What follows belongs to an exercise in optimizing a design on an open flow for a short achievable clock period and few clock cycles; a production flow would make more cautious choices. Only simulation tests tie the RTL to the original design; equivalence was not proved. Power figures rest on the tool's default switching activity, not on a simulated workload.

Setup of P:
==> flow/design.v (excerpt) <==
module cpu_core(
    input logic clk,
    input logic reset_n,
    output logic[5:0] imem_reg,
    input logic[31:0] imem_data,
    output logic dmem_write,
    output logic[5:0] dmem_reg,
    output logic[31:0] dmem_write_data,
    input logic[31:0] dmem_read_data
);
export LEC_CHECK = 0
export ABC_CLOCK_PERIOD_IN_PS = 2000
export CAP_MARGIN = 20
export CELL_PAD_IN_SITES_DETAIL_PLACEMENT = 1
export CELL_PAD_IN_SITES_GLOBAL_PLACEMENT = 2
export CORE_MARGIN = 2
export CORE_UTILIZATION = 22
export PLACE_DENSITY = 0.4
export SETUP_SLACK_MARGIN = 5
export SLEW_MARGIN = 20
export TNS_END_PERCENT = 100
create_clock -name core_clock -period 7.2 [get_ports {clk}]
run.sh (not shown) runs the stock make flow with config.mk's settings and CLKGATE_MAP_FILE= SYNTH_SCRIPT=/design/flow/synth_recipe.tcl, a recipe that flattens the netlist after the stock synthesis.
The final layout from P, which completed every stage, passed the timing, DRC and antenna checks at the end of the flow.
Testbench counts of P, summed over its fixed seeds: cycles 21,151.
Setup changes, P to Q
- a change of SETUP_SLACK_MARGIN from 5 to 4.7
Notes after the runs:
Having completed the whole flow, Q delivered a layout that passed the timing, DRC and antenna checks.
In Q, the wire length came out 110000 µm below the value in P.
Share of the clock period used by the worst path in Q is 0.87 points higher than in P
From P to Q the numbers moved as follows: area overhead of the layout relative to synthesis -11 points; number of clock buffers in the layout -about 1%.
Taking P as the reference, in Q combined global-route utilization of all metal layers lost 2.2 points, overall power after layout lost 5900 µW, number of cells upsized or downsized after cts lost about 20%, depth of the worst register-to-register path lost 1, proportion of power drawn by flip-flops and latches picked up an extra 0.7 points.
Max freq P -> Q: degraded

The RTL this note starts from:
==> flow/design.v <==
module cpu_core(
    input logic clk,
    input logic reset_n,
    output logic[5:0] imem_reg,
    input logic[31:0] imem_data,
    output logic dmem_write,
    output logic[5:0] dmem_reg,
    output logic[31:0] dmem_write_data,
    input logic[31:0] dmem_read_data
);
    logic [3:0]  pc_f;                  
    logic [15:0] np_v, np_dir;          
    logic [3:0]  np_tgt [16];           
    logic        prev_ok, prev_dir;     
    logic [3:0]  prev_pc;               
    logic        d_valid, d_pdir;
    logic [31:0] d_ir;
    logic [3:0]  d_pc;
    logic        e_valid, e_pdir, e_br, e_lw, e_sub, e_wr, e_fa, e_fb;
    logic [31:0] e_a, e_b;
    logic [4:0]  e_rd;
    logic [3:0]  e_pc, e_alt;
    logic        r_wr;
    logic [4:0]  r_rd;
    logic [31:0] r_val;
    logic [31:0] rf [1:31];
    logic        mem_we;
    logic [5:0]  mem_addr;
    logic [31:0] mem_wdata;
    logic        f_jump, f_npv, f_pdir;
    logic [3:0]  f_jtgt, f_next;
    assign imem_reg = {pc_f, 2'b00};
    assign f_jump = imem_data[6:0] == 7'b1100011 && imem_data[19:15] == imem_data[24:20];
    assign f_jtgt = pc_f + {imem_data[25], imem_data[11:9]};
    assign f_npv  = np_v[pc_f];
    assign f_pdir = f_npv ? np_dir[pc_f] : f_jump;
    assign f_next = f_npv ? np_tgt[pc_f] : (f_jump ? f_jtgt : pc_f + 4'd1);
    logic [6:0]  d_op;
    logic [4:0]  d_rd, d_rs1, d_rs2;
    logic        d_is_op, d_is_opimm, d_is_lw, d_is_sw, d_is_br, d_wr, d_sub;
    logic [31:0] d_rf1, d_rf2, d_v1, d_v2, d_imm_i;
    logic        d_h1, d_h2;
    logic [5:0]  d_base, d_off;
    logic [3:0]  d_btgt;
    assign d_op  = d_ir[6:0];
    assign d_rd  = d_ir[11:7];
    assign d_rs1 = d_ir[19:15];
    assign d_rs2 = d_ir[24:20];
    assign d_is_op    = d_op == 7'b0110011;
    assign d_is_opimm = d_op == 7'b0010011;
    assign d_is_lw    = d_op == 7'b0000011 && d_ir[14:12] == 3'b010;
    assign d_is_sw    = d_op == 7'b0100011 && d_ir[14:12] == 3'b010;
    assign d_is_br    = d_op == 7'b1100011;
    assign d_wr       = (d_is_op || d_is_opimm || d_is_lw) && d_rd != 5'd0;
    assign d_sub      = d_is_op && d_ir[31:25] == 7'b0100000;
    assign d_imm_i    = {{20{d_ir[31]}}, d_ir[31:20]};
    assign d_rf1 = d_rs1 == 5'd0 ? 32'd0 : rf[d_rs1];
    assign d_rf2 = d_rs2 == 5'd0 ? 32'd0 : rf[d_rs2];
    assign d_v1 = (r_wr && r_rd == d_rs1) ? r_val : d_rf1;
    assign d_v2 = (r_wr && r_rd == d_rs2) ? r_val : d_rf2;
    assign d_h1 = e_valid && e_wr && e_rd == d_rs1;
    assign d_h2 = e_valid && e_wr && e_rd == d_rs2;
    assign d_btgt = d_pc + {d_ir[25], d_ir[11:9]};
    logic [31:0] e_opa, e_opb, e_sum, e_res;
    logic        e_eq, e_misp;
    assign e_opa  = e_fa ? r_val : e_a;
    assign e_opb  = e_fb ? r_val : e_b;
    assign e_sum  = e_opa + (e_sub ? ~e_opb : e_opb) + {31'd0, e_sub};
    assign e_eq   = e_opa == e_opb;
    assign e_res  = e_lw ? dmem_read_data : e_sum;
    assign e_misp = e_valid && e_br && (e_eq != e_pdir);
    assign d_base = d_h1 ? e_res[5:0] : d_v1[5:0];
    assign d_off  = d_is_sw ? {d_ir[25], d_ir[11:7]} : d_ir[25:20];
    assign dmem_write      = mem_we;
    assign dmem_reg        = mem_addr;
    assign dmem_write_data = mem_wdata;
    always_ff @(posedge clk, negedge reset_n) begin
        if (!reset_n) begin
            pc_f    <= 4'd0;
            np_v    <= 16'd0;
            prev_ok <= 1'b0;
            d_valid <= 1'b0;
            e_valid <= 1'b0;
            r_wr    <= 1'b0;
            mem_we  <= 1'b0;
        end else begin
            if (e_misp) begin
                pc_f     <= e_alt;
                prev_pc  <= e_pc;
                prev_dir <= e_eq;
            end else begin
                pc_f     <= f_next;
                prev_pc  <= pc_f;
                prev_dir <= f_pdir;
            end
            prev_ok <= 1'b1;
            d_valid <= !e_misp;
            e_valid <= d_valid && !e_misp;
            mem_we  <= d_valid && !e_misp && d_is_sw;
            r_wr    <= e_valid && e_wr;
            if (f_jump) begin
                np_v[pc_f] <= 1'b1;
                if (prev_ok)
                    np_v[prev_pc] <= 1'b1;
            end
            if (e_misp)
                np_v[e_pc] <= 1'b1;
        end
    end
    always_ff @(posedge clk) begin
        if (f_jump) begin
            np_dir[pc_f] <= 1'b1;
            np_tgt[pc_f] <= f_jtgt;
            if (prev_ok) begin
                np_dir[prev_pc] <= prev_dir;
                np_tgt[prev_pc] <= f_jtgt;
            end
        end
        if (e_misp) begin
            np_dir[e_pc] <= e_eq;
            np_tgt[e_pc] <= e_alt;
        end
        d_ir  <= imem_data;
        d_pc  <= pc_f;
        d_pdir <= f_pdir;
        e_a   <= d_v1;
        e_b   <= d_is_opimm ? d_imm_i : d_v2;
        e_fa  <= d_h1;
        e_fb  <= d_h2 && !d_is_opimm;
        e_sub <= d_sub;
        e_br  <= d_is_br;
        e_lw  <= d_is_lw;
        e_wr  <= d_wr;
        e_rd  <= d_rd;
        e_pc  <= d_pc;
        e_pdir <= d_pdir;
        e_alt <= d_pdir ? d_pc + 4'd1 : d_btgt;
        mem_addr  <= d_base + d_off;
        mem_wdata <= d_h2 ? e_res : d_v2;
        r_rd  <= e_rd;
        r_val <= e_res;
        if (r_wr)
            rf[r_rd] <= r_val;
    end
endmodule
make LEC_CHECK=0 CAP_MARGIN=20 CORE_MARGIN=2 CORE_UTILIZATION=40 SLEW_MARGIN=20 finish   # period 7.2 ns
The starting point completed with no timing, DRC or antenna violations.
Testbench counts at the start, summed over its fixed seeds: cycles 29,863.
Rerun with:
- ABC_CLOCK_PERIOD_IN_PS: not set -> 2500
- SETUP_SLACK_MARGIN: not set -> 4.4
Effect:
- The changed run finished clean
- synthesized cell count stays the same
- count of clock-buffer cells in the layout came out higher by 1
- wire length came out higher by about 10%
- worst setup slack improves by 1500 ps
- cell count came out higher by about 5%
- global-route usage came out higher by 2.2 points
- core utilization came out higher by 4.7 points
- power came out higher by 9.8%
Rerun with:
- ABC_CLOCK_PERIOD_IN_PS: 2500 -> 2000
- SETUP_SLACK_MARGIN: 4.4 -> 4.7
- TNS_END_PERCENT: not set -> 100
What happened: The changed run passed the timing, DRC and antenna checks. Via count goes up by 3.3%. Utilization grows by 1.3 points. Worst setup slack improves by 8.3 ps. Critical path depth stays the same. Sequential share of layout area decreases by 1.1 points. Non-clock buffer count went up by 90. Area after synthesis stays the same. Total power went down by 1.8%. Final cell count rose by about 1.4%.

-- static timing again, ports no longer ideal --
The flow's constraints put no driver on any port. The routed layouts listed below were extracted and timed again, unchanged, in two steps. Step 1 assumes that a clkbuf_16 drives the clock port and a buf_2 every other input. Step 2 adds t to the input delays and takes it off the output delays; t is the mean of the earliest and latest rising clock arrival at the registers after step 1. Input paths then give back, and output paths get back, about the clock's delay inside the block. Slacks: ideal ports / drivers / drivers and shift; pairs: ideal ports / drivers.
run	shift t [ns]	setup WS [ns]	worst setup path after step 2	latest minus earliest clock arrival (ns)	cell pins on the clock port's net
P	1.171	2.796 / 2.796 / 2.197	input to register	0.078 / 0.079	1
Q	1.151	2.734 / 2.734 / 2.171	input to register	0.092 / 0.091	1
the first run of note 2	0.859	2.256 / 2.256 / 2.256	register to register	0.047 / 0.048	1
the second run of note 2	0.853	3.748 / 3.748 / 3.280	input to register	0.056 / 0.055	1
the third run of note 2	0.869	3.756 / 3.756 / 3.331	input to register	0.038 / 0.038	1
After both steps every run listed still meets setup and hold. The setup slack of P, which loses most, moves by 0.000 ns with the drivers and by -0.599 ns with both steps.
